This is an optimization exercise on Yosys and OpenROAD, whose aim is small area and a short achievable clock period, not a production implementation. The RTL of this run was laid out without a check of its function. Power is estimated from default activity; no workload was simulated.

File: design/flow/flow/run.sh
#!/bin/bash
# Standard ORFS layout (the standard.sh) with these changes:
#  - port buffers use sky130_fd_sc_hd__buf_1 instead of the resizer's default choice;
#  - buffers left by synthesis are removed at floorplan (repair_design re-buffers as needed);
#  - before floorplan every combinational cell is swapped for the smallest-area cell of the
#    same function (flow/downsize.tcl); later timing/design repair upsizes where needed;
#  - clock tree synthesis adds no dummy loads;
#  - timing repair aims at a setup slack of 5.5 ns against the 9 ns clock.
set -euo pipefail
here=$(pwd)
cat >> config.mk <<EOC
export BUFFER_PORTS_ARGS = -buffer_cell sky130_fd_sc_hd__buf_1
export REMOVE_ABC_BUFFERS = 1
export CTS_ARGS = -sink_clustering_enable -repair_clock_nets -dont_use_dummy_load -buf_list "sky130_fd_sc_hd__clkbuf_4 sky130_fd_sc_hd__clkbuf_8"
export SETUP_SLACK_MARGIN = 5.5
export PRE_FLOORPLAN_TCL = $here/flow/downsize.tcl
EOC
bash standard.sh > standard_flow.log 2>&1
File: design/flow/flow/downsize.tcl
# Replace each combinational cell with the smallest-area cell of the same function
# (same name stem, other drive strength). Registers, adders and tie cells are kept.
set n 0
set saved 0.0
foreach inst [get_cells *] {
  set cell [get_lib_cells -of_objects $inst]
  set ref [get_name $cell]
  if {![regexp {^(sky130_fd_sc_hd__[a-z0-9]+)_([0-9]+)$} $ref -> stem drive]} { continue }
  if {[regexp {__(df|dl|sdf|edf|fa|ha|conb|tap|clk|fill|decap|diode)} $stem]} { continue }
  set best $ref
  set best_area [get_property $cell area]
  foreach cand [get_lib_cells ${stem}_*] {
    set cname [get_name $cand]
    if {![regexp "^${stem}_\[0-9\]+\$" $cname]} { continue }
    set a [get_property $cand area]
    if {$a < $best_area - 1e-6} { set best $cname; set best_area $a }
  }
  if {$best ne $ref} {
    set saved [expr {$saved + [get_property $cell area] - $best_area}]
    replace_cell $inst $best
    incr n
  }
}
puts "downsize: replaced $n cells, saved [format %.1f $saved] um2"
File: design/flow/standard.sh
#!/bin/bash
# synth_recipe.tcl (not shown) runs the flow's synth.tcl, then flattens the netlist and writes it again
# the make line also repeats each setting of config.mk as NAME=value (left out here)
make -C /OpenROAD-flow-scripts/flow DESIGN_CONFIG=/design/flow/config.mk WORK_HOME=/design/flow/orfs CLKGATE_MAP_FILE= SYNTH_SCRIPT=/design/flow/synth_recipe.tcl "${@:-finish}"
File: design/flow/config.mk
export PLATFORM = sky130hd
export DESIGN_NAME = pwl
export DESIGN_NICKNAME = pwl
export VERILOG_FILES = /design/flow/design.v
export SDC_FILE = /design/flow/constraint.sdc
export NUM_CORES = 4
export LEC_CHECK = 0
export CAP_MARGIN = 20
export CORE_MARGIN = 2
export CORE_UTILIZATION = 40
export CTS_BUF_LIST = sky130_fd_sc_hd__clkbuf_4 sky130_fd_sc_hd__clkbuf_8
export SLEW_MARGIN = 20
export SYNTH_HIERARCHICAL = 1
export BUFFER_PORTS_ARGS = -buffer_cell sky130_fd_sc_hd__buf_1
export REMOVE_ABC_BUFFERS = 1
export CTS_ARGS = -sink_clustering_enable -repair_clock_nets -dont_use_dummy_load -buf_list "sky130_fd_sc_hd__clkbuf_4 sky130_fd_sc_hd__clkbuf_8"
export SETUP_SLACK_MARGIN = 5.5
export PRE_FLOORPLAN_TCL = /design/flow/flow/downsize.tcl
File: design/flow/constraint.sdc
create_clock -name core_clock -period 9.0 [get_ports {clk}]
set_input_delay 1.8000 -clock core_clock [delete_from_list [all_inputs] [get_ports {clk}]]
set_output_delay 1.8000 -clock core_clock [all_outputs]
set_load 0.01 [all_outputs]
File: design/flow/design.v
module pwl(
  input signed [13:0] x,
  input signed [13:0] x0,
  input signed [13:0] x1,
  input signed [13:0] x2,
  input signed [13:0] x3,
  input signed [13:0] x4,
  input signed [13:0] x5,
  input signed [13:0] x6,
  input signed [13:0] x7,
  input signed [13:0] x8,
  input signed [13:0] k0,
  input signed [13:0] k1,
  input signed [13:0] k2,
  input signed [13:0] k3,
  input signed [13:0] k4,
  input signed [13:0] k5,
  input signed [13:0] k6,
  input signed [13:0] k7,
  input signed [13:0] k8,
  input signed [13:0] k9,
  input signed [13:0] b0,
  input signed [13:0] b1,
  input signed [13:0] b2,
  input signed [13:0] b3,
  input signed [13:0] b4,
  input signed [13:0] b5,
  input signed [13:0] b6,
  input signed [13:0] b7,
  input signed [13:0] b8,
  input signed [13:0] b9,
  input clk,
  output reg signed [27:0] out
);
wire [8:0] ge;
wire [13:0] nx = ~x;
pwl_ge14 u_ge0(.nx(nx), .b(x0), .y(ge[0]));
pwl_ge14 u_ge1(.nx(nx), .b(x1), .y(ge[1]));
pwl_ge14 u_ge2(.nx(nx), .b(x2), .y(ge[2]));
pwl_ge14 u_ge3(.nx(nx), .b(x3), .y(ge[3]));
pwl_ge14 u_ge4(.nx(nx), .b(x4), .y(ge[4]));
pwl_ge14 u_ge5(.nx(nx), .b(x5), .y(ge[5]));
pwl_ge14 u_ge6(.nx(nx), .b(x6), .y(ge[6]));
pwl_ge14 u_ge7(.nx(nx), .b(x7), .y(ge[7]));
pwl_ge14 u_ge8(.nx(nx), .b(x8), .y(ge[8]));
wire [9:0] sel;
assign sel[0] = ~ge[8];
assign sel[1] = ge[8] & ~ge[7];
assign sel[2] = ge[7] & ~ge[6];
assign sel[3] = ge[6] & ~ge[5];
assign sel[4] = ge[5] & ~ge[4];
assign sel[5] = ge[4] & ~ge[3];
assign sel[6] = ge[3] & ~ge[2];
assign sel[7] = ge[2] & ~ge[1];
assign sel[8] = ge[1] & ~ge[0];
assign sel[9] = ge[0];
wire [27:0] kb_sel;
genvar g;
generate for (g = 0; g < 28; g = g + 1) begin : selb
  wire [9:0] d;
  if (g < 14) begin : kk
    assign d = {k9[g], k8[g], k7[g], k6[g], k5[g], k4[g], k3[g], k2[g], k1[g], k0[g]};
  end else begin : bb
    assign d = {b9[g-14], b8[g-14], b7[g-14], b6[g-14], b5[g-14], b4[g-14], b3[g-14], b2[g-14], b1[g-14], b0[g-14]};
  end
  pwl_sel10 u_sel(.s(sel), .d(d), .y(kb_sel[g]));
end endgenerate
reg [13:0] k_r, b_r, x_r;
always @(posedge clk) begin
  k_r <= kb_sel[13:0]; b_r <= kb_sel[27:14]; x_r <= x;
end
wire [14:0] xe = {x_r, 1'b0};
wire [6:0] one_r, two_r, neg_r;
generate for (g = 0; g < 7; g = g + 1) begin : enc
  assign one_r[g] = xe[2*g+1] ^ xe[2*g];
  assign two_r[g] = (xe[2*g+2] & ~xe[2*g+1] & ~xe[2*g]) | (~xe[2*g+2] & xe[2*g+1] & xe[2*g]);
  assign neg_r[g] = xe[2*g+2];
end endgenerate
wire pp0_0;
wire pp0_1;
wire pp0_2;
wire pp0_3;
wire pp0_4;
wire pp0_5;
wire pp0_6;
wire pp0_7;
wire pp0_8;
wire pp0_9;
wire pp0_10;
wire pp0_11;
wire pp0_12;
wire pp0_13;
wire pp0_14;
wire pp1_0;
wire pp1_1;
wire pp1_2;
wire pp1_3;
wire pp1_4;
wire pp1_5;
wire pp1_6;
wire pp1_7;
wire pp1_8;
wire pp1_9;
wire pp1_10;
wire pp1_11;
wire pp1_12;
wire pp1_13;
wire pp1_14;
wire pp2_0;
wire pp2_1;
wire pp2_2;
wire pp2_3;
wire pp2_4;
wire pp2_5;
wire pp2_6;
wire pp2_7;
wire pp2_8;
wire pp2_9;
wire pp2_10;
wire pp2_11;
wire pp2_12;
wire pp2_13;
wire pp2_14;
wire pp3_0;
wire pp3_1;
wire pp3_2;
wire pp3_3;
wire pp3_4;
wire pp3_5;
wire pp3_6;
wire pp3_7;
wire pp3_8;
wire pp3_9;
wire pp3_10;
wire pp3_11;
wire pp3_12;
wire pp3_13;
wire pp3_14;
wire pp4_0;
wire pp4_1;
wire pp4_2;
wire pp4_3;
wire pp4_4;
wire pp4_5;
wire pp4_6;
wire pp4_7;
wire pp4_8;
wire pp4_9;
wire pp4_10;
wire pp4_11;
wire pp4_12;
wire pp4_13;
wire pp4_14;
wire pp5_0;
wire pp5_1;
wire pp5_2;
wire pp5_3;
wire pp5_4;
wire pp5_5;
wire pp5_6;
wire pp5_7;
wire pp5_8;
wire pp5_9;
wire pp5_10;
wire pp5_11;
wire pp5_12;
wire pp5_13;
wire pp5_14;
wire pp6_0;
wire pp6_1;
wire pp6_2;
wire pp6_3;
wire pp6_4;
wire pp6_5;
wire pp6_6;
wire pp6_7;
wire pp6_8;
wire pp6_9;
wire pp6_10;
wire pp6_11;
wire pp6_12;
wire pp6_13;
wire pp6_14;
wire b13n;
wire n1;
wire n2;
wire n3;
wire n4;
wire n5;
wire n6;
wire n7;
wire s8, c9;
wire s10, c11;
wire s12, c13;
wire s14, c15;
wire s16, c17;
wire s18, c19;
wire s20, c21;
wire s22, c23;
wire s24, c25;
wire s26, c27;
wire s28, c29;
wire s30, c31;
wire s32, c33;
wire s34, c35;
wire s36, c37;
wire s38, c39;
wire s40, c41;
wire s42, c43;
wire s44, c45;
wire s46, c47;
wire s48, c49;
wire s50, c51;
wire s52, c53;
wire s54, c55;
wire s56, c57;
wire s58, c59;
wire s60, c61;
wire s62, c63;
wire s64, c65;
wire s66, c67;
wire s68, c69;
wire s70, c71;
wire s72, c73;
wire s74, c75;
wire s76, c77;
wire s78, c79;
wire s80, c81;
wire s82, c83;
wire s84, c85;
wire s86, c87;
wire s88, c89;
wire s90, c91;
wire s92, c93;
wire s94, c95;
wire s96, c97;
wire s98, c99;
wire s100, c101;
wire s102, c103;
wire s104, c105;
wire s106, c107;
wire s108, c109;
wire s110, c111;
wire s112, c113;
wire s114, c115;
wire s116, c117;
wire s118, c119;
wire s120, c121;
wire s122, c123;
wire s124, c125;
wire s126, c127;
wire s128, c129;
wire s130, c131;
wire s132, c133;
wire s134, c135;
wire s136, c137;
wire s138, c139;
wire s140, c141;
wire s142, c143;
wire s144, c145;
wire s146, c147;
wire s148, c149;
wire s150, c151;
wire s152, c153;
wire s154, c155;
wire s156, c157;
wire s158, c159;
wire s160, c161;
wire s162, c163;
wire s164, c165;
wire s166, c167;
wire s168, c169;
wire s170, c171;
wire s172, c173;
wire s174, c175;
wire s176, c177;
wire s178, c179;
wire s180, c181;
wire s182, c183;
wire s184, c185;
wire s186, c187;
wire s188, c189;
wire s190, c191;
wire s192, c193;
wire s194, c195;
wire s196, c197;
wire s198, c199;
wire s200, c201;
wire s202, c203;
wire s204, c205;
wire s206, c207;
wire s208, c209;
wire s210, c211;
wire s212, c213;
wire s214, c215;
wire s216, c217;
pwl_bpp0 u_pp0_0(.k1(k_r[0]), .one(one_r[0]), .neg(neg_r[0]), .y(pp0_0));
pwl_bpp u_pp0_1(.k1(k_r[1]), .k0(k_r[0]), .one(one_r[0]), .two(two_r[0]), .neg(neg_r[0]), .y(pp0_1));
pwl_bpp u_pp0_2(.k1(k_r[2]), .k0(k_r[1]), .one(one_r[0]), .two(two_r[0]), .neg(neg_r[0]), .y(pp0_2));
pwl_bpp u_pp0_3(.k1(k_r[3]), .k0(k_r[2]), .one(one_r[0]), .two(two_r[0]), .neg(neg_r[0]), .y(pp0_3));
pwl_bpp u_pp0_4(.k1(k_r[4]), .k0(k_r[3]), .one(one_r[0]), .two(two_r[0]), .neg(neg_r[0]), .y(pp0_4));
pwl_bpp u_pp0_5(.k1(k_r[5]), .k0(k_r[4]), .one(one_r[0]), .two(two_r[0]), .neg(neg_r[0]), .y(pp0_5));
pwl_bpp u_pp0_6(.k1(k_r[6]), .k0(k_r[5]), .one(one_r[0]), .two(two_r[0]), .neg(neg_r[0]), .y(pp0_6));
pwl_bpp u_pp0_7(.k1(k_r[7]), .k0(k_r[6]), .one(one_r[0]), .two(two_r[0]), .neg(neg_r[0]), .y(pp0_7));
pwl_bpp u_pp0_8(.k1(k_r[8]), .k0(k_r[7]), .one(one_r[0]), .two(two_r[0]), .neg(neg_r[0]), .y(pp0_8));
pwl_bpp u_pp0_9(.k1(k_r[9]), .k0(k_r[8]), .one(one_r[0]), .two(two_r[0]), .neg(neg_r[0]), .y(pp0_9));
pwl_bpp u_pp0_10(.k1(k_r[10]), .k0(k_r[9]), .one(one_r[0]), .two(two_r[0]), .neg(neg_r[0]), .y(pp0_10));
pwl_bpp u_pp0_11(.k1(k_r[11]), .k0(k_r[10]), .one(one_r[0]), .two(two_r[0]), .neg(neg_r[0]), .y(pp0_11));
pwl_bpp u_pp0_12(.k1(k_r[12]), .k0(k_r[11]), .one(one_r[0]), .two(two_r[0]), .neg(neg_r[0]), .y(pp0_12));
pwl_bpp u_pp0_13(.k1(k_r[13]), .k0(k_r[12]), .one(one_r[0]), .two(two_r[0]), .neg(neg_r[0]), .y(pp0_13));
pwl_bppn u_pp0_14(.k1(k_r[13]), .k0(k_r[13]), .one(one_r[0]), .two(two_r[0]), .neg(neg_r[0]), .y(pp0_14));
pwl_bpp0 u_pp1_0(.k1(k_r[0]), .one(one_r[1]), .neg(neg_r[1]), .y(pp1_0));
pwl_bpp u_pp1_1(.k1(k_r[1]), .k0(k_r[0]), .one(one_r[1]), .two(two_r[1]), .neg(neg_r[1]), .y(pp1_1));
pwl_bpp u_pp1_2(.k1(k_r[2]), .k0(k_r[1]), .one(one_r[1]), .two(two_r[1]), .neg(neg_r[1]), .y(pp1_2));
pwl_bpp u_pp1_3(.k1(k_r[3]), .k0(k_r[2]), .one(one_r[1]), .two(two_r[1]), .neg(neg_r[1]), .y(pp1_3));
pwl_bpp u_pp1_4(.k1(k_r[4]), .k0(k_r[3]), .one(one_r[1]), .two(two_r[1]), .neg(neg_r[1]), .y(pp1_4));
pwl_bpp u_pp1_5(.k1(k_r[5]), .k0(k_r[4]), .one(one_r[1]), .two(two_r[1]), .neg(neg_r[1]), .y(pp1_5));
pwl_bpp u_pp1_6(.k1(k_r[6]), .k0(k_r[5]), .one(one_r[1]), .two(two_r[1]), .neg(neg_r[1]), .y(pp1_6));
pwl_bpp u_pp1_7(.k1(k_r[7]), .k0(k_r[6]), .one(one_r[1]), .two(two_r[1]), .neg(neg_r[1]), .y(pp1_7));
pwl_bpp u_pp1_8(.k1(k_r[8]), .k0(k_r[7]), .one(one_r[1]), .two(two_r[1]), .neg(neg_r[1]), .y(pp1_8));
pwl_bpp u_pp1_9(.k1(k_r[9]), .k0(k_r[8]), .one(one_r[1]), .two(two_r[1]), .neg(neg_r[1]), .y(pp1_9));
pwl_bpp u_pp1_10(.k1(k_r[10]), .k0(k_r[9]), .one(one_r[1]), .two(two_r[1]), .neg(neg_r[1]), .y(pp1_10));
pwl_bpp u_pp1_11(.k1(k_r[11]), .k0(k_r[10]), .one(one_r[1]), .two(two_r[1]), .neg(neg_r[1]), .y(pp1_11));
pwl_bpp u_pp1_12(.k1(k_r[12]), .k0(k_r[11]), .one(one_r[1]), .two(two_r[1]), .neg(neg_r[1]), .y(pp1_12));
pwl_bpp u_pp1_13(.k1(k_r[13]), .k0(k_r[12]), .one(one_r[1]), .two(two_r[1]), .neg(neg_r[1]), .y(pp1_13));
pwl_bppn u_pp1_14(.k1(k_r[13]), .k0(k_r[13]), .one(one_r[1]), .two(two_r[1]), .neg(neg_r[1]), .y(pp1_14));
pwl_bpp0 u_pp2_0(.k1(k_r[0]), .one(one_r[2]), .neg(neg_r[2]), .y(pp2_0));
pwl_bpp u_pp2_1(.k1(k_r[1]), .k0(k_r[0]), .one(one_r[2]), .two(two_r[2]), .neg(neg_r[2]), .y(pp2_1));
pwl_bpp u_pp2_2(.k1(k_r[2]), .k0(k_r[1]), .one(one_r[2]), .two(two_r[2]), .neg(neg_r[2]), .y(pp2_2));
pwl_bpp u_pp2_3(.k1(k_r[3]), .k0(k_r[2]), .one(one_r[2]), .two(two_r[2]), .neg(neg_r[2]), .y(pp2_3));
pwl_bpp u_pp2_4(.k1(k_r[4]), .k0(k_r[3]), .one(one_r[2]), .two(two_r[2]), .neg(neg_r[2]), .y(pp2_4));
pwl_bpp u_pp2_5(.k1(k_r[5]), .k0(k_r[4]), .one(one_r[2]), .two(two_r[2]), .neg(neg_r[2]), .y(pp2_5));
pwl_bpp u_pp2_6(.k1(k_r[6]), .k0(k_r[5]), .one(one_r[2]), .two(two_r[2]), .neg(neg_r[2]), .y(pp2_6));
pwl_bpp u_pp2_7(.k1(k_r[7]), .k0(k_r[6]), .one(one_r[2]), .two(two_r[2]), .neg(neg_r[2]), .y(pp2_7));
pwl_bpp u_pp2_8(.k1(k_r[8]), .k0(k_r[7]), .one(one_r[2]), .two(two_r[2]), .neg(neg_r[2]), .y(pp2_8));
pwl_bpp u_pp2_9(.k1(k_r[9]), .k0(k_r[8]), .one(one_r[2]), .two(two_r[2]), .neg(neg_r[2]), .y(pp2_9));
pwl_bpp u_pp2_10(.k1(k_r[10]), .k0(k_r[9]), .one(one_r[2]), .two(two_r[2]), .neg(neg_r[2]), .y(pp2_10));
pwl_bpp u_pp2_11(.k1(k_r[11]), .k0(k_r[10]), .one(one_r[2]), .two(two_r[2]), .neg(neg_r[2]), .y(pp2_11));
pwl_bpp u_pp2_12(.k1(k_r[12]), .k0(k_r[11]), .one(one_r[2]), .two(two_r[2]), .neg(neg_r[2]), .y(pp2_12));
pwl_bpp u_pp2_13(.k1(k_r[13]), .k0(k_r[12]), .one(one_r[2]), .two(two_r[2]), .neg(neg_r[2]), .y(pp2_13));
pwl_bppn u_pp2_14(.k1(k_r[13]), .k0(k_r[13]), .one(one_r[2]), .two(two_r[2]), .neg(neg_r[2]), .y(pp2_14));
pwl_bpp0 u_pp3_0(.k1(k_r[0]), .one(one_r[3]), .neg(neg_r[3]), .y(pp3_0));
pwl_bpp u_pp3_1(.k1(k_r[1]), .k0(k_r[0]), .one(one_r[3]), .two(two_r[3]), .neg(neg_r[3]), .y(pp3_1));
pwl_bpp u_pp3_2(.k1(k_r[2]), .k0(k_r[1]), .one(one_r[3]), .two(two_r[3]), .neg(neg_r[3]), .y(pp3_2));
pwl_bpp u_pp3_3(.k1(k_r[3]), .k0(k_r[2]), .one(one_r[3]), .two(two_r[3]), .neg(neg_r[3]), .y(pp3_3));
pwl_bpp u_pp3_4(.k1(k_r[4]), .k0(k_r[3]), .one(one_r[3]), .two(two_r[3]), .neg(neg_r[3]), .y(pp3_4));
pwl_bpp u_pp3_5(.k1(k_r[5]), .k0(k_r[4]), .one(one_r[3]), .two(two_r[3]), .neg(neg_r[3]), .y(pp3_5));
pwl_bpp u_pp3_6(.k1(k_r[6]), .k0(k_r[5]), .one(one_r[3]), .two(two_r[3]), .neg(neg_r[3]), .y(pp3_6));
pwl_bpp u_pp3_7(.k1(k_r[7]), .k0(k_r[6]), .one(one_r[3]), .two(two_r[3]), .neg(neg_r[3]), .y(pp3_7));
pwl_bpp u_pp3_8(.k1(k_r[8]), .k0(k_r[7]), .one(one_r[3]), .two(two_r[3]), .neg(neg_r[3]), .y(pp3_8));
pwl_bpp u_pp3_9(.k1(k_r[9]), .k0(k_r[8]), .one(one_r[3]), .two(two_r[3]), .neg(neg_r[3]), .y(pp3_9));
pwl_bpp u_pp3_10(.k1(k_r[10]), .k0(k_r[9]), .one(one_r[3]), .two(two_r[3]), .neg(neg_r[3]), .y(pp3_10));
pwl_bpp u_pp3_11(.k1(k_r[11]), .k0(k_r[10]), .one(one_r[3]), .two(two_r[3]), .neg(neg_r[3]), .y(pp3_11));
pwl_bpp u_pp3_12(.k1(k_r[12]), .k0(k_r[11]), .one(one_r[3]), .two(two_r[3]), .neg(neg_r[3]), .y(pp3_12));
pwl_bpp u_pp3_13(.k1(k_r[13]), .k0(k_r[12]), .one(one_r[3]), .two(two_r[3]), .neg(neg_r[3]), .y(pp3_13));
pwl_bppn u_pp3_14(.k1(k_r[13]), .k0(k_r[13]), .one(one_r[3]), .two(two_r[3]), .neg(neg_r[3]), .y(pp3_14));
pwl_bpp0 u_pp4_0(.k1(k_r[0]), .one(one_r[4]), .neg(neg_r[4]), .y(pp4_0));
pwl_bpp u_pp4_1(.k1(k_r[1]), .k0(k_r[0]), .one(one_r[4]), .two(two_r[4]), .neg(neg_r[4]), .y(pp4_1));
pwl_bpp u_pp4_2(.k1(k_r[2]), .k0(k_r[1]), .one(one_r[4]), .two(two_r[4]), .neg(neg_r[4]), .y(pp4_2));
pwl_bpp u_pp4_3(.k1(k_r[3]), .k0(k_r[2]), .one(one_r[4]), .two(two_r[4]), .neg(neg_r[4]), .y(pp4_3));
pwl_bpp u_pp4_4(.k1(k_r[4]), .k0(k_r[3]), .one(one_r[4]), .two(two_r[4]), .neg(neg_r[4]), .y(pp4_4));
pwl_bpp u_pp4_5(.k1(k_r[5]), .k0(k_r[4]), .one(one_r[4]), .two(two_r[4]), .neg(neg_r[4]), .y(pp4_5));
pwl_bpp u_pp4_6(.k1(k_r[6]), .k0(k_r[5]), .one(one_r[4]), .two(two_r[4]), .neg(neg_r[4]), .y(pp4_6));
pwl_bpp u_pp4_7(.k1(k_r[7]), .k0(k_r[6]), .one(one_r[4]), .two(two_r[4]), .neg(neg_r[4]), .y(pp4_7));
pwl_bpp u_pp4_8(.k1(k_r[8]), .k0(k_r[7]), .one(one_r[4]), .two(two_r[4]), .neg(neg_r[4]), .y(pp4_8));
pwl_bpp u_pp4_9(.k1(k_r[9]), .k0(k_r[8]), .one(one_r[4]), .two(two_r[4]), .neg(neg_r[4]), .y(pp4_9));
pwl_bpp u_pp4_10(.k1(k_r[10]), .k0(k_r[9]), .one(one_r[4]), .two(two_r[4]), .neg(neg_r[4]), .y(pp4_10));
pwl_bpp u_pp4_11(.k1(k_r[11]), .k0(k_r[10]), .one(one_r[4]), .two(two_r[4]), .neg(neg_r[4]), .y(pp4_11));
pwl_bpp u_pp4_12(.k1(k_r[12]), .k0(k_r[11]), .one(one_r[4]), .two(two_r[4]), .neg(neg_r[4]), .y(pp4_12));
pwl_bpp u_pp4_13(.k1(k_r[13]), .k0(k_r[12]), .one(one_r[4]), .two(two_r[4]), .neg(neg_r[4]), .y(pp4_13));
pwl_bppn u_pp4_14(.k1(k_r[13]), .k0(k_r[13]), .one(one_r[4]), .two(two_r[4]), .neg(neg_r[4]), .y(pp4_14));
pwl_bpp0 u_pp5_0(.k1(k_r[0]), .one(one_r[5]), .neg(neg_r[5]), .y(pp5_0));
pwl_bpp u_pp5_1(.k1(k_r[1]), .k0(k_r[0]), .one(one_r[5]), .two(two_r[5]), .neg(neg_r[5]), .y(pp5_1));
pwl_bpp u_pp5_2(.k1(k_r[2]), .k0(k_r[1]), .one(one_r[5]), .two(two_r[5]), .neg(neg_r[5]), .y(pp5_2));
pwl_bpp u_pp5_3(.k1(k_r[3]), .k0(k_r[2]), .one(one_r[5]), .two(two_r[5]), .neg(neg_r[5]), .y(pp5_3));
pwl_bpp u_pp5_4(.k1(k_r[4]), .k0(k_r[3]), .one(one_r[5]), .two(two_r[5]), .neg(neg_r[5]), .y(pp5_4));
pwl_bpp u_pp5_5(.k1(k_r[5]), .k0(k_r[4]), .one(one_r[5]), .two(two_r[5]), .neg(neg_r[5]), .y(pp5_5));
pwl_bpp u_pp5_6(.k1(k_r[6]), .k0(k_r[5]), .one(one_r[5]), .two(two_r[5]), .neg(neg_r[5]), .y(pp5_6));
pwl_bpp u_pp5_7(.k1(k_r[7]), .k0(k_r[6]), .one(one_r[5]), .two(two_r[5]), .neg(neg_r[5]), .y(pp5_7));
pwl_bpp u_pp5_8(.k1(k_r[8]), .k0(k_r[7]), .one(one_r[5]), .two(two_r[5]), .neg(neg_r[5]), .y(pp5_8));
pwl_bpp u_pp5_9(.k1(k_r[9]), .k0(k_r[8]), .one(one_r[5]), .two(two_r[5]), .neg(neg_r[5]), .y(pp5_9));
pwl_bpp u_pp5_10(.k1(k_r[10]), .k0(k_r[9]), .one(one_r[5]), .two(two_r[5]), .neg(neg_r[5]), .y(pp5_10));
pwl_bpp u_pp5_11(.k1(k_r[11]), .k0(k_r[10]), .one(one_r[5]), .two(two_r[5]), .neg(neg_r[5]), .y(pp5_11));
pwl_bpp u_pp5_12(.k1(k_r[12]), .k0(k_r[11]), .one(one_r[5]), .two(two_r[5]), .neg(neg_r[5]), .y(pp5_12));
pwl_bpp u_pp5_13(.k1(k_r[13]), .k0(k_r[12]), .one(one_r[5]), .two(two_r[5]), .neg(neg_r[5]), .y(pp5_13));
pwl_bppn u_pp5_14(.k1(k_r[13]), .k0(k_r[13]), .one(one_r[5]), .two(two_r[5]), .neg(neg_r[5]), .y(pp5_14));
pwl_bpp0 u_pp6_0(.k1(k_r[0]), .one(one_r[6]), .neg(neg_r[6]), .y(pp6_0));
pwl_bpp u_pp6_1(.k1(k_r[1]), .k0(k_r[0]), .one(one_r[6]), .two(two_r[6]), .neg(neg_r[6]), .y(pp6_1));
pwl_bpp u_pp6_2(.k1(k_r[2]), .k0(k_r[1]), .one(one_r[6]), .two(two_r[6]), .neg(neg_r[6]), .y(pp6_2));
pwl_bpp u_pp6_3(.k1(k_r[3]), .k0(k_r[2]), .one(one_r[6]), .two(two_r[6]), .neg(neg_r[6]), .y(pp6_3));
pwl_bpp u_pp6_4(.k1(k_r[4]), .k0(k_r[3]), .one(one_r[6]), .two(two_r[6]), .neg(neg_r[6]), .y(pp6_4));
pwl_bpp u_pp6_5(.k1(k_r[5]), .k0(k_r[4]), .one(one_r[6]), .two(two_r[6]), .neg(neg_r[6]), .y(pp6_5));
pwl_bpp u_pp6_6(.k1(k_r[6]), .k0(k_r[5]), .one(one_r[6]), .two(two_r[6]), .neg(neg_r[6]), .y(pp6_6));
pwl_bpp u_pp6_7(.k1(k_r[7]), .k0(k_r[6]), .one(one_r[6]), .two(two_r[6]), .neg(neg_r[6]), .y(pp6_7));
pwl_bpp u_pp6_8(.k1(k_r[8]), .k0(k_r[7]), .one(one_r[6]), .two(two_r[6]), .neg(neg_r[6]), .y(pp6_8));
pwl_bpp u_pp6_9(.k1(k_r[9]), .k0(k_r[8]), .one(one_r[6]), .two(two_r[6]), .neg(neg_r[6]), .y(pp6_9));
pwl_bpp u_pp6_10(.k1(k_r[10]), .k0(k_r[9]), .one(one_r[6]), .two(two_r[6]), .neg(neg_r[6]), .y(pp6_10));
pwl_bpp u_pp6_11(.k1(k_r[11]), .k0(k_r[10]), .one(one_r[6]), .two(two_r[6]), .neg(neg_r[6]), .y(pp6_11));
pwl_bpp u_pp6_12(.k1(k_r[12]), .k0(k_r[11]), .one(one_r[6]), .two(two_r[6]), .neg(neg_r[6]), .y(pp6_12));
pwl_bpp u_pp6_13(.k1(k_r[13]), .k0(k_r[12]), .one(one_r[6]), .two(two_r[6]), .neg(neg_r[6]), .y(pp6_13));
pwl_bppn u_pp6_14(.k1(k_r[13]), .k0(k_r[13]), .one(one_r[6]), .two(two_r[6]), .neg(neg_r[6]), .y(pp6_14));
assign b13n = ~b_r[13];
assign n1 = ~b13n;
assign n2 = ~pp6_3;
assign n3 = ~pp6_5;
assign n4 = ~pp6_7;
assign n5 = ~pp6_9;
assign n6 = ~pp6_11;
assign n7 = ~pp6_13;
pwl_ha u_s8(.a(pp0_8), .b(pp1_6), .s(s8), .co(c9));
pwl_ha u_s10(.a(pp0_9), .b(pp1_7), .s(s10), .co(c11));
pwl_fa u_s12(.a(pp0_10), .b(pp1_8), .c(pp2_6), .s(s12), .co(c13));
pwl_ha u_s14(.a(pp3_4), .b(pp4_2), .s(s14), .co(c15));
pwl_fa u_s16(.a(pp0_11), .b(pp1_9), .c(pp2_7), .s(s16), .co(c17));
pwl_ha u_s18(.a(pp3_5), .b(pp4_3), .s(s18), .co(c19));
pwl_fa u_s20(.a(pp0_12), .b(pp1_10), .c(pp2_8), .s(s20), .co(c21));
pwl_fa u_s22(.a(pp3_6), .b(pp4_4), .c(pp5_2), .s(s22), .co(c23));
pwl_ha u_s24(.a(pp6_0), .b(neg_r[6]), .s(s24), .co(c25));
pwl_fa u_s26(.a(pp0_13), .b(pp1_11), .c(pp2_9), .s(s26), .co(c27));
pwl_fa u_s28(.a(pp3_7), .b(pp4_5), .c(pp5_3), .s(s28), .co(c29));
pwl_ha u_s30(.a(pp6_1), .b(n1), .s(s30), .co(c31));
pwl_fa u_s32(.a(pp0_14), .b(pp1_12), .c(pp2_10), .s(s32), .co(c33));
pwl_fa u_s34(.a(pp3_8), .b(pp4_6), .c(pp5_4), .s(s34), .co(c35));
pwl_ha u_s36(.a(pp6_2), .b(b13n), .s(s36), .co(c37));
pwl_fa u_s38(.a(pp1_13), .b(pp2_11), .c(pp3_9), .s(s38), .co(c39));
pwl_ha u_s40(.a(pp4_7), .b(pp5_5), .s(s40), .co(c41));
pwl_fa u_s42(.a(pp1_14), .b(pp2_12), .c(pp3_10), .s(s42), .co(c43));
pwl_ha u_s44(.a(pp4_8), .b(pp5_6), .s(s44), .co(c45));
pwl_ha u_s46(.a(pp2_13), .b(pp3_11), .s(s46), .co(c47));
pwl_ha u_s48(.a(pp2_14), .b(pp3_12), .s(s48), .co(c49));
pwl_ha u_s50(.a(pp0_4), .b(pp1_2), .s(s50), .co(c51));
pwl_ha u_s52(.a(pp0_5), .b(pp1_3), .s(s52), .co(c53));
pwl_fa u_s54(.a(pp0_6), .b(pp1_4), .c(pp2_2), .s(s54), .co(c55));
pwl_ha u_s56(.a(pp3_0), .b(neg_r[3]), .s(s56), .co(c57));
pwl_fa u_s58(.a(pp0_7), .b(pp1_5), .c(pp2_3), .s(s58), .co(c59));
pwl_ha u_s60(.a(pp3_1), .b(b_r[7]), .s(s60), .co(c61));
pwl_fa u_s62(.a(s8), .b(pp2_4), .c(pp3_2), .s(s62), .co(c63));
pwl_fa u_s64(.a(pp4_0), .b(neg_r[4]), .c(b_r[8]), .s(s64), .co(c65));
pwl_fa u_s66(.a(c9), .b(s10), .c(pp2_5), .s(s66), .co(c67));
pwl_fa u_s68(.a(pp3_3), .b(pp4_1), .c(b_r[9]), .s(s68), .co(c69));
pwl_fa u_s70(.a(c11), .b(s12), .c(s14), .s(s70), .co(c71));
pwl_fa u_s72(.a(pp5_0), .b(neg_r[5]), .c(b_r[10]), .s(s72), .co(c73));
pwl_fa u_s74(.a(c13), .b(c15), .c(s16), .s(s74), .co(c75));
pwl_fa u_s76(.a(s18), .b(pp5_1), .c(b_r[11]), .s(s76), .co(c77));
pwl_fa u_s78(.a(c17), .b(c19), .c(s20), .s(s78), .co(c79));
pwl_fa u_s80(.a(s22), .b(s24), .c(b_r[12]), .s(s80), .co(c81));
pwl_fa u_s82(.a(c21), .b(c23), .c(c25), .s(s82), .co(c83));
pwl_fa u_s84(.a(s26), .b(s28), .c(s30), .s(s84), .co(c85));
pwl_fa u_s86(.a(c27), .b(c29), .c(c31), .s(s86), .co(c87));
pwl_fa u_s88(.a(s32), .b(s34), .c(s36), .s(s88), .co(c89));
pwl_fa u_s90(.a(c33), .b(c35), .c(c37), .s(s90), .co(c91));
pwl_fa u_s92(.a(s38), .b(s40), .c(n2), .s(s92), .co(c93));
pwl_fa u_s94(.a(c39), .b(c41), .c(s42), .s(s94), .co(c95));
pwl_fa u_s96(.a(s44), .b(pp6_4), .c(pp6_3), .s(s96), .co(c97));
pwl_fa u_s98(.a(c43), .b(c45), .c(s46), .s(s98), .co(c99));
pwl_fa u_s100(.a(pp4_9), .b(pp5_7), .c(n3), .s(s100), .co(c101));
pwl_fa u_s102(.a(c47), .b(s48), .c(pp4_10), .s(s102), .co(c103));
pwl_fa u_s104(.a(pp5_8), .b(pp6_6), .c(pp6_5), .s(s104), .co(c105));
pwl_fa u_s106(.a(c49), .b(pp3_13), .c(pp4_11), .s(s106), .co(c107));
pwl_ha u_s108(.a(pp5_9), .b(n4), .s(s108), .co(c109));
pwl_fa u_s110(.a(pp3_14), .b(pp4_12), .c(pp5_10), .s(s110), .co(c111));
pwl_ha u_s112(.a(pp6_8), .b(pp6_7), .s(s112), .co(c113));
pwl_ha u_s114(.a(pp4_13), .b(pp5_11), .s(s114), .co(c115));
pwl_ha u_s116(.a(pp4_14), .b(pp5_12), .s(s116), .co(c117));
pwl_ha u_s118(.a(pp0_2), .b(pp1_0), .s(s118), .co(c119));
pwl_ha u_s120(.a(pp0_3), .b(pp1_1), .s(s120), .co(c121));
pwl_fa u_s122(.a(s50), .b(pp2_0), .c(neg_r[2]), .s(s122), .co(c123));
pwl_fa u_s124(.a(c51), .b(s52), .c(pp2_1), .s(s124), .co(c125));
pwl_fa u_s126(.a(c53), .b(s54), .c(s56), .s(s126), .co(c127));
pwl_fa u_s128(.a(c55), .b(c57), .c(s58), .s(s128), .co(c129));
pwl_fa u_s130(.a(c59), .b(c61), .c(s62), .s(s130), .co(c131));
pwl_fa u_s132(.a(c63), .b(c65), .c(s66), .s(s132), .co(c133));
pwl_fa u_s134(.a(c67), .b(c69), .c(s70), .s(s134), .co(c135));
pwl_fa u_s136(.a(c71), .b(c73), .c(s74), .s(s136), .co(c137));
pwl_fa u_s138(.a(c75), .b(c77), .c(s78), .s(s138), .co(c139));
pwl_fa u_s140(.a(c79), .b(c81), .c(s82), .s(s140), .co(c141));
pwl_fa u_s142(.a(c83), .b(c85), .c(s86), .s(s142), .co(c143));
pwl_fa u_s144(.a(c87), .b(c89), .c(s90), .s(s144), .co(c145));
pwl_fa u_s146(.a(c91), .b(c93), .c(s94), .s(s146), .co(c147));
pwl_fa u_s148(.a(c95), .b(c97), .c(s98), .s(s148), .co(c149));
pwl_fa u_s150(.a(c99), .b(c101), .c(s102), .s(s150), .co(c151));
pwl_fa u_s152(.a(c103), .b(c105), .c(s106), .s(s152), .co(c153));
pwl_fa u_s154(.a(c107), .b(c109), .c(s110), .s(s154), .co(c155));
pwl_fa u_s156(.a(c111), .b(c113), .c(s114), .s(s156), .co(c157));
pwl_fa u_s158(.a(c115), .b(s116), .c(pp6_10), .s(s158), .co(c159));
pwl_ha u_s160(.a(c117), .b(pp5_13), .s(s160), .co(c161));
pwl_ha u_s162(.a(pp5_14), .b(pp6_12), .s(s162), .co(c163));
pwl_ha u_s164(.a(pp0_0), .b(neg_r[0]), .s(s164), .co(c165));
pwl_ha u_s166(.a(pp0_1), .b(b_r[1]), .s(s166), .co(c167));
pwl_fa u_s168(.a(s118), .b(neg_r[1]), .c(b_r[2]), .s(s168), .co(c169));
pwl_fa u_s170(.a(c119), .b(s120), .c(b_r[3]), .s(s170), .co(c171));
pwl_fa u_s172(.a(c121), .b(s122), .c(b_r[4]), .s(s172), .co(c173));
pwl_fa u_s174(.a(c123), .b(s124), .c(b_r[5]), .s(s174), .co(c175));
pwl_fa u_s176(.a(c125), .b(s126), .c(b_r[6]), .s(s176), .co(c177));
pwl_fa u_s178(.a(c127), .b(s128), .c(s60), .s(s178), .co(c179));
pwl_fa u_s180(.a(c129), .b(s130), .c(s64), .s(s180), .co(c181));
pwl_fa u_s182(.a(c131), .b(s132), .c(s68), .s(s182), .co(c183));
pwl_fa u_s184(.a(c133), .b(s134), .c(s72), .s(s184), .co(c185));
pwl_fa u_s186(.a(c135), .b(s136), .c(s76), .s(s186), .co(c187));
pwl_fa u_s188(.a(c137), .b(s138), .c(s80), .s(s188), .co(c189));
pwl_fa u_s190(.a(c139), .b(s140), .c(s84), .s(s190), .co(c191));
pwl_fa u_s192(.a(c141), .b(s142), .c(s88), .s(s192), .co(c193));
pwl_fa u_s194(.a(c143), .b(s144), .c(s92), .s(s194), .co(c195));
pwl_fa u_s196(.a(c145), .b(s146), .c(s96), .s(s196), .co(c197));
pwl_fa u_s198(.a(c147), .b(s148), .c(s100), .s(s198), .co(c199));
pwl_fa u_s200(.a(c149), .b(s150), .c(s104), .s(s200), .co(c201));
pwl_fa u_s202(.a(c151), .b(s152), .c(s108), .s(s202), .co(c203));
pwl_fa u_s204(.a(c153), .b(s154), .c(s112), .s(s204), .co(c205));
pwl_fa u_s206(.a(c155), .b(s156), .c(n5), .s(s206), .co(c207));
pwl_fa u_s208(.a(c157), .b(s158), .c(pp6_9), .s(s208), .co(c209));
pwl_fa u_s210(.a(c159), .b(s160), .c(n6), .s(s210), .co(c211));
pwl_fa u_s212(.a(c161), .b(s162), .c(pp6_11), .s(s212), .co(c213));
pwl_ha u_s214(.a(c163), .b(n7), .s(s214), .co(c215));
pwl_ha u_s216(.a(pp6_14), .b(pp6_13), .s(s216), .co(c217));
reg [54:0] r2;
always @(posedge clk) r2 <= {c217, s216, c215, s214, c213, s212, c211, s210, c209, s208, c207, s206, c205, s204, c203, s202, c201, s200, c199, s198, c197, s196, c195, s194, c193, s192, c191, s190, c189, s188, c187, s186, c185, s184, c183, s182, c181, s180, c179, s178, c177, s176, c175, s174, c173, s172, c171, s170, c169, s168, c167, s166, c165, b_r[0], s164};
wire [27:0] ca = {r2[54], r2[52], r2[50], r2[48], r2[46], r2[44], r2[42], r2[40], r2[38], r2[36], r2[34], r2[32], r2[30], r2[28], r2[26], r2[24], r2[22], r2[20], r2[18], r2[16], r2[14], r2[12], r2[10], r2[8], r2[6], r2[4], r2[2], r2[0]};
wire [27:0] cb = {1'b1, r2[53], r2[51], r2[49], r2[47], r2[45], r2[43], r2[41], r2[39], r2[37], r2[35], r2[33], r2[31], r2[29], r2[27], r2[25], r2[23], r2[21], r2[19], r2[17], r2[15], r2[13], r2[11], r2[9], r2[7], r2[5], r2[3], r2[1]};
wire [27:0] pg_g = ca & cb;
wire [27:0] pg_p = ca ^ cb;
wire G218 = pg_g[1] | (pg_p[1] & pg_g[0]);
wire P219 = pg_p[1] & pg_p[0];
wire G220 = pg_g[3] | (pg_p[3] & pg_g[2]);
wire P221 = pg_p[3] & pg_p[2];
wire G222 = pg_g[5] | (pg_p[5] & pg_g[4]);
wire P223 = pg_p[5] & pg_p[4];
wire G224 = pg_g[7] | (pg_p[7] & pg_g[6]);
wire P225 = pg_p[7] & pg_p[6];
wire G226 = pg_g[9] | (pg_p[9] & pg_g[8]);
wire P227 = pg_p[9] & pg_p[8];
wire G228 = pg_g[11] | (pg_p[11] & pg_g[10]);
wire P229 = pg_p[11] & pg_p[10];
wire G230 = pg_g[13] | (pg_p[13] & pg_g[12]);
wire P231 = pg_p[13] & pg_p[12];
wire G232 = pg_g[15] | (pg_p[15] & pg_g[14]);
wire P233 = pg_p[15] & pg_p[14];
wire G234 = pg_g[17] | (pg_p[17] & pg_g[16]);
wire P235 = pg_p[17] & pg_p[16];
wire G236 = pg_g[19] | (pg_p[19] & pg_g[18]);
wire P237 = pg_p[19] & pg_p[18];
wire G238 = pg_g[21] | (pg_p[21] & pg_g[20]);
wire P239 = pg_p[21] & pg_p[20];
wire G240 = pg_g[23] | (pg_p[23] & pg_g[22]);
wire P241 = pg_p[23] & pg_p[22];
wire G242 = pg_g[25] | (pg_p[25] & pg_g[24]);
wire P243 = pg_p[25] & pg_p[24];
wire G244 = pg_g[27] | (pg_p[27] & pg_g[26]);
wire P245 = pg_p[27] & pg_p[26];
wire G246 = pg_g[2] | (pg_p[2] & G218);
wire P247 = pg_p[2] & P219;
wire G248 = G220 | (P221 & G218);
wire P249 = P221 & P219;
wire G250 = pg_g[6] | (pg_p[6] & G222);
wire P251 = pg_p[6] & P223;
wire G252 = G224 | (P225 & G222);
wire P253 = P225 & P223;
wire G254 = pg_g[10] | (pg_p[10] & G226);
wire P255 = pg_p[10] & P227;
wire G256 = G228 | (P229 & G226);
wire P257 = P229 & P227;
wire G258 = pg_g[14] | (pg_p[14] & G230);
wire P259 = pg_p[14] & P231;
wire G260 = G232 | (P233 & G230);
wire P261 = P233 & P231;
wire G262 = pg_g[18] | (pg_p[18] & G234);
wire P263 = pg_p[18] & P235;
wire G264 = G236 | (P237 & G234);
wire P265 = P237 & P235;
wire G266 = pg_g[22] | (pg_p[22] & G238);
wire P267 = pg_p[22] & P239;
wire G268 = G240 | (P241 & G238);
wire P269 = P241 & P239;
wire G270 = pg_g[26] | (pg_p[26] & G242);
wire P271 = pg_p[26] & P243;
wire G272 = G244 | (P245 & G242);
wire P273 = P245 & P243;
wire G274 = pg_g[4] | (pg_p[4] & G248);
wire P275 = pg_p[4] & P249;
wire G276 = G222 | (P223 & G248);
wire P277 = P223 & P249;
wire G278 = G250 | (P251 & G248);
wire P279 = P251 & P249;
wire G280 = G252 | (P253 & G248);
wire P281 = P253 & P249;
wire G282 = pg_g[12] | (pg_p[12] & G256);
wire P283 = pg_p[12] & P257;
wire G284 = G230 | (P231 & G256);
wire P285 = P231 & P257;
wire G286 = G258 | (P259 & G256);
wire P287 = P259 & P257;
wire G288 = G260 | (P261 & G256);
wire P289 = P261 & P257;
wire G290 = pg_g[20] | (pg_p[20] & G264);
wire P291 = pg_p[20] & P265;
wire G292 = G238 | (P239 & G264);
wire P293 = P239 & P265;
wire G294 = G266 | (P267 & G264);
wire P295 = P267 & P265;
wire G296 = G268 | (P269 & G264);
wire P297 = P269 & P265;
wire G298 = pg_g[8] | (pg_p[8] & G280);
wire P299 = pg_p[8] & P281;
wire G300 = G226 | (P227 & G280);
wire P301 = P227 & P281;
wire G302 = G254 | (P255 & G280);
wire P303 = P255 & P281;
wire G304 = G256 | (P257 & G280);
wire P305 = P257 & P281;
wire G306 = G282 | (P283 & G280);
wire P307 = P283 & P281;
wire G308 = G284 | (P285 & G280);
wire P309 = P285 & P281;
wire G310 = G286 | (P287 & G280);
wire P311 = P287 & P281;
wire G312 = G288 | (P289 & G280);
wire P313 = P289 & P281;
wire G314 = pg_g[24] | (pg_p[24] & G296);
wire P315 = pg_p[24] & P297;
wire G316 = G242 | (P243 & G296);
wire P317 = P243 & P297;
wire G318 = G270 | (P271 & G296);
wire P319 = P271 & P297;
wire G320 = G272 | (P273 & G296);
wire P321 = P273 & P297;
wire G322 = pg_g[16] | (pg_p[16] & G312);
wire P323 = pg_p[16] & P313;
wire G324 = G234 | (P235 & G312);
wire P325 = P235 & P313;
wire G326 = G262 | (P263 & G312);
wire P327 = P263 & P313;
wire G328 = G264 | (P265 & G312);
wire P329 = P265 & P313;
wire G330 = G290 | (P291 & G312);
wire P331 = P291 & P313;
wire G332 = G292 | (P293 & G312);
wire P333 = P293 & P313;
wire G334 = G294 | (P295 & G312);
wire P335 = P295 & P313;
wire G336 = G296 | (P297 & G312);
wire P337 = P297 & P313;
wire G338 = G314 | (P315 & G312);
wire P339 = P315 & P313;
wire G340 = G316 | (P317 & G312);
wire P341 = P317 & P313;
wire G342 = G318 | (P319 & G312);
wire P343 = P319 & P313;
wire G344 = G320 | (P321 & G312);
wire P345 = P321 & P313;
wire [27:0] res = {(pg_p[27] ^ G342), (pg_p[26] ^ G340), (pg_p[25] ^ G338), (pg_p[24] ^ G336), (pg_p[23] ^ G334), (pg_p[22] ^ G332), (pg_p[21] ^ G330), (pg_p[20] ^ G328), (pg_p[19] ^ G326), (pg_p[18] ^ G324), (pg_p[17] ^ G322), (pg_p[16] ^ G312), (pg_p[15] ^ G310), (pg_p[14] ^ G308), (pg_p[13] ^ G306), (pg_p[12] ^ G304), (pg_p[11] ^ G302), (pg_p[10] ^ G300), (pg_p[9] ^ G298), (pg_p[8] ^ G280), (pg_p[7] ^ G278), (pg_p[6] ^ G276), (pg_p[5] ^ G274), (pg_p[4] ^ G248), (pg_p[3] ^ G246), (pg_p[2] ^ G218), (pg_p[1] ^ pg_g[0]), pg_p[0]};
always @(posedge clk) out <= res;
endmodule
module pwl_ge14(input [13:0] nx, input [13:0] b, output y);
  wire [13:0] g, p;
  assign g[12:0] = ~(nx[12:0] | b[12:0]);
  assign p[12:0] = ~(nx[12:0] & b[12:0]);
  assign g[13] = nx[13] & b[13];
  assign p[13] = nx[13] | b[13];
  wire g10 = g[1] | (p[1] & p[0]);
  wire g32 = g[3] | (p[3] & g[2]);  wire p32 = p[3] & p[2];
  wire g54 = g[5] | (p[5] & g[4]);  wire p54 = p[5] & p[4];
  wire g76 = g[7] | (p[7] & g[6]);  wire p76 = p[7] & p[6];
  wire g98 = g[9] | (p[9] & g[8]);  wire p98 = p[9] & p[8];
  wire gba = g[11] | (p[11] & g[10]); wire pba = p[11] & p[10];
  wire gdc = g[13] | (p[13] & g[12]); wire pdc = p[13] & p[12];
  wire g3_0 = g32 | (p32 & g10);
  wire g7_4 = g76 | (p76 & g54); wire p7_4 = p76 & p54;
  wire gb_8 = gba | (pba & g98); wire pb_8 = pba & p98;
  wire g7_0 = g7_4 | (p7_4 & g3_0);
  wire gd_8 = gdc | (pdc & gb_8); wire pd_8 = pdc & pb_8;
  assign y = gd_8 | (pd_8 & g7_0);
endmodule
module pwl_sel10(input [9:0] s, input [9:0] d, output y);
  wire n0, n1, n2, n3;
  pwl_aoi222 u0(.s(s[2:0]), .d(d[2:0]), .yn(n0));
  pwl_aoi222 u1(.s(s[5:3]), .d(d[5:3]), .yn(n1));
  pwl_aoi222 u2(.s(s[8:6]), .d(d[8:6]), .yn(n2));
  assign n3 = ~(s[9] & d[9]);
  assign y = ~(n0 & n1 & n2 & n3);
endmodule
module pwl_aoi222(input [2:0] s, input [2:0] d, output yn);
  assign yn = ~((s[0] & d[0]) | (s[1] & d[1]) | (s[2] & d[2]));
endmodule
module pwl_bpp(input k1, input k0, input one, input two, input neg, output y);
  assign y = ((one & k1) | (two & k0)) ^ neg;
endmodule
module pwl_bpp0(input k1, input one, input neg, output y);
  assign y = (one & k1) ^ neg;
endmodule
module pwl_bppn(input k1, input k0, input one, input two, input neg, output y);
  assign y = ~(((one & k1) | (two & k0)) ^ neg);
endmodule
module pwl_fa(input a, input b, input c, output s, output co);
  assign s = a ^ b ^ c;
  assign co = (a & b) | (a & c) | (b & c);
endmodule
module pwl_ha(input a, input b, output s, output co);
  assign s = a ^ b;
  assign co = a & b;
endmodule
module pwl_ha1(input a, input b, output s, output co);
  assign s = ~(a ^ b);
  assign co = a | b;
endmodule
module pwl_ha_nn(input a, input b, output s, output co);
  assign s = a ^ b;
  assign co = ~(a | b);
endmodule
module pwl_ha_pn(input a, input b, output s, output co);
  assign s = a ^ b;
  assign co = a & ~b;
endmodule
==> run_results.csv <==
group,metric,value,unit
synth,ys_warn_count,7,
timing,fin_setup_tns,0,ns
layout,nets,2238,
synth,syn_inst,1083,
global_route,grt_pass1_wl,69.8,mm
timing,max_clock_freq,271,MHz
timing,timing.final.ws_setup,5.32,ns
setup_path,worstPathArrival,3.97,ns
min_path,hold_end,"r2[1]",
layout,fillers,2370,
power,p_per_area,282,mW/mm²
routing,post_drt_via_cell_ratio,6.29,
timing,setup_viol,0,
global_route,gr-total-overflow,0,
timing,fin_crit_sh,40.9,%
placed_design,pre_cts_ws,4.11,ns
die,initial_core_util,40.3,%
cts,clockBufferDepth,2,
power,seq_power_share,23.8,%
job,maxCapViolations,0,
placed_design,routabilityCongestion,0.990,
min_path,min_from,"b_r[0]",
cts,cts_made_buffers,17,
routing,wl,50.9,mm
setup_path,r2r_end,"r2[23]",
timing,tightest_slew,0.757,ns
layout,drive_gt1_share,14.4,%
min_path,hp-class,"reg2reg",
min_path,whs_path_depth,0,
global_route,first_global_vias,11800,
routing,vias,12700,
power,leakage,5.37,nW
setup_path,worst-r2r-setup-slack,5.56,ns
placed_design,dpl.hpwl,36.2,mm
global_route,grt_use_total,34.6,%
timing,rsz0062_at_grt,"yes",
status,outcome,"complete, no violations",
global_route,antenna_found_initial,10,
power,p_sw,1.88,mW
power,intPower,2.28,mW
timing,min_period,3.68,ns
routing,dr.pass1.iters,12,
setup_path,worstSetupPathType,"in2reg",
cts,clk_pin_slew,0.06,ns
layout,multi_input_area,0.00816,mm²
cts,clkLatencyLatePin,0.46,ns
global_route,grt_max_degree,37,
cts,cts_tree,"done",
routing,drc,0,
timing,finalMaxSlewViolations,0,
placed_design,port_buffers,448,
die,io_pins,449,
power,total_power,4.16,mW
die,die_area,0.0274,mm²
setup_path,crit_path_start_kind,"input pin",
timing,hold_viol_final,0,
die,chipHeight,165,µm
timing,slew-limit-headroom,49.5,%
die,rows,59,
routing,drt_iter0_drc,2057,
die,die_w,165,µm
setup_path,r2r_cells,9,
power,peakVddDrop,0.000217,V
cts,cts-root-buf,"clkbuf_8",
layout,register_area,0.00252,mm²
cts,cts-htree-levels,4,
setup_path,cp_max_fo,7,
power,clock_power_share,9.2,%
timing,fin_worst_skew,0.0422,ns
setup_path,rr_startpoint,"x_r[1]",
setup_path,required,9.28,ns
power,pwr-share-comb,67.0,%
routing,ant_nets,0,
setup_path,endpoint_kind,"register",
die,core,0.0258,mm²
cts,cts_sinks,125,
power,switching_share,45.2,%
routing,post_drt_wl_per_cell,25.1,µm
-- cell usage in the layout (no fill, tap or decap), types with 7 or more instances in the layout --
cell and instances:
buf_12 16, xor2_1 14, clkinvlp_4 21, o2bb2ai_1 7
a211oi_1 9, nor2_1 35, a32oi_1 8, a211oi_2 10
a222oi_1 93, clkbuf_16 8, nand2_1 79, o31ai_1 9
nand2b_1 9, fa_1 79, nand4_1 29, clkbuf_2 7
a21oi_1 49, o211ai_1 14, buf_4 80, o22ai_1 18
buf_1 436, diode_2 9, xnor2_1 109, nand3_1 10
inv_1 31, o21ai_1 7, clkbuf_8 17, dfxtp_1 117
ha_1 53, a31oi_1 10, buf_6 8, o21ai_0 38
o21a_1 7, a22oi_1 125
-- worst max-delay path by stage --
| stage | startpoint | to | slack [ns] | cells past startpoint |
|---|---|---|---|---|
| after floorplan | x[10] | b_r[0] | 4.37 | 8 |
| after global routing | x[7] | b_r[12] | 5.28 | 11 |
| after global placement | x[13] | b_r[3] | 4.22 | 11 |
| final | x[6] | k_r[4] | 5.32 | 10 |
| after CTS | x[13] | k_r[12] | 5.42 | 11 |
| after detailed placement | x[12] | k_r[7] | 4.11 | 11 |
-- timing repair --
| item | CTS | global route |
|---|---|---|
| gates resized for setup | 113 | 82 |
| cloned | 11 | 13 |
| pin swaps | 83 | 89 |
| endpoints found under the setup margin | 65 | 45 |
| hold buffers | 0 | 0 |
| buffers inserted | 50 | 32 |
-- registers in the layout, summed over array words and instances, names as in the netlist --
signal / flops
b_r: 14
k_r: 14
out: 28
r2: 55
x_r: 14
-- per-stage QoR --
| stage | std cells | hold slack, ns | utilization [%] | cell area (µm²) |
|---|---|---|---|---|
| detailed placement | 1891 | 0.314 | 49.3 | 12700 |
| global route | 2020 | 0.336 | 57.1 | 14800 |
| floorplan | 1083 | 0.310 | - | 10400 |
| finish | 2023 | 0.329 | 57.1 | 14800 |
| global placement | 1891 | 0.317 | 49.3 | 12700 |
| CTS | 1969 | 0.330 | 54.1 | 14000 |
-- power groups by stage --
stage	clock network, mW	logic [mW]	registers [mW]
2_1_floorplan	0	1.71	0.985
3_3_place_gp	0	2.51	1.00
3_5_place_dp	0	2.57	1.00
4_1_cts	0.396	2.67	0.988
5_1_grt	0.418	3.08	1.02
6_report	0.382	2.79	0.992
-- layer usage --
layer / track usage, % / vias up / routed length (µm)
li1: - / 5551 / -
met3: 9.39 / 186 / 6150
met4: 13.0 / 8 / 2130
met2: 50.6 / 903 / 22200
met5: 0 / - / 50
met1: 48.5 / 6067 / 20300
-- critical path, stage by stage --
cell and delay (ns):
buf_8 0.09, clkinvlp_4 0.19, a222oi_1 0.45, o21ai_1 0.20
nor2_4 0.25, o21a_4 0.21, nor2b_4 0.08, clkbuf_16 0.18
a222oi_1 0.37, nand4_1 0.13
-- area by class of cell --
cell class	instances	area share (%)
Tap cell	335	2.84
Sequential cell	125	17.1
Antenna cell	9	0.153
Inverter	45	1.45
Timing Repair Buffer	568	21.1
Multi-Input combinational cell	913	55.3
Timing Repair inverter	11	0.526
Clock buffer	17	1.59

re-timing with driven ports:
The flow's constraints put no driver on any port. The routed layout listed below was extracted and timed again, unchanged, in two steps. Step 1 assumes that a clkbuf_16 drives the clock port and a buf_2 every other input. Step 2 also shifts input and output timing later by t, the mid clock arrival at the registers, as if the neighbouring blocks saw the same clock. Three values: no drivers, after step 1, after step 2; two values: the first two.
shift t [ns]: 0.484
slack for setup (ns): 5.316 / 5.304 / 4.820
hold WS [ns]: 0.329 / 0.329 / 0.329
slew at the worst register clock pin (ns): 0.10 / 0.10
cell pins on the clock port's net: 1
After both steps this run still meets setup and hold. For this run, drivers alone change the setup slack by -0.012 ns; drivers and shift together by -0.496 ns.
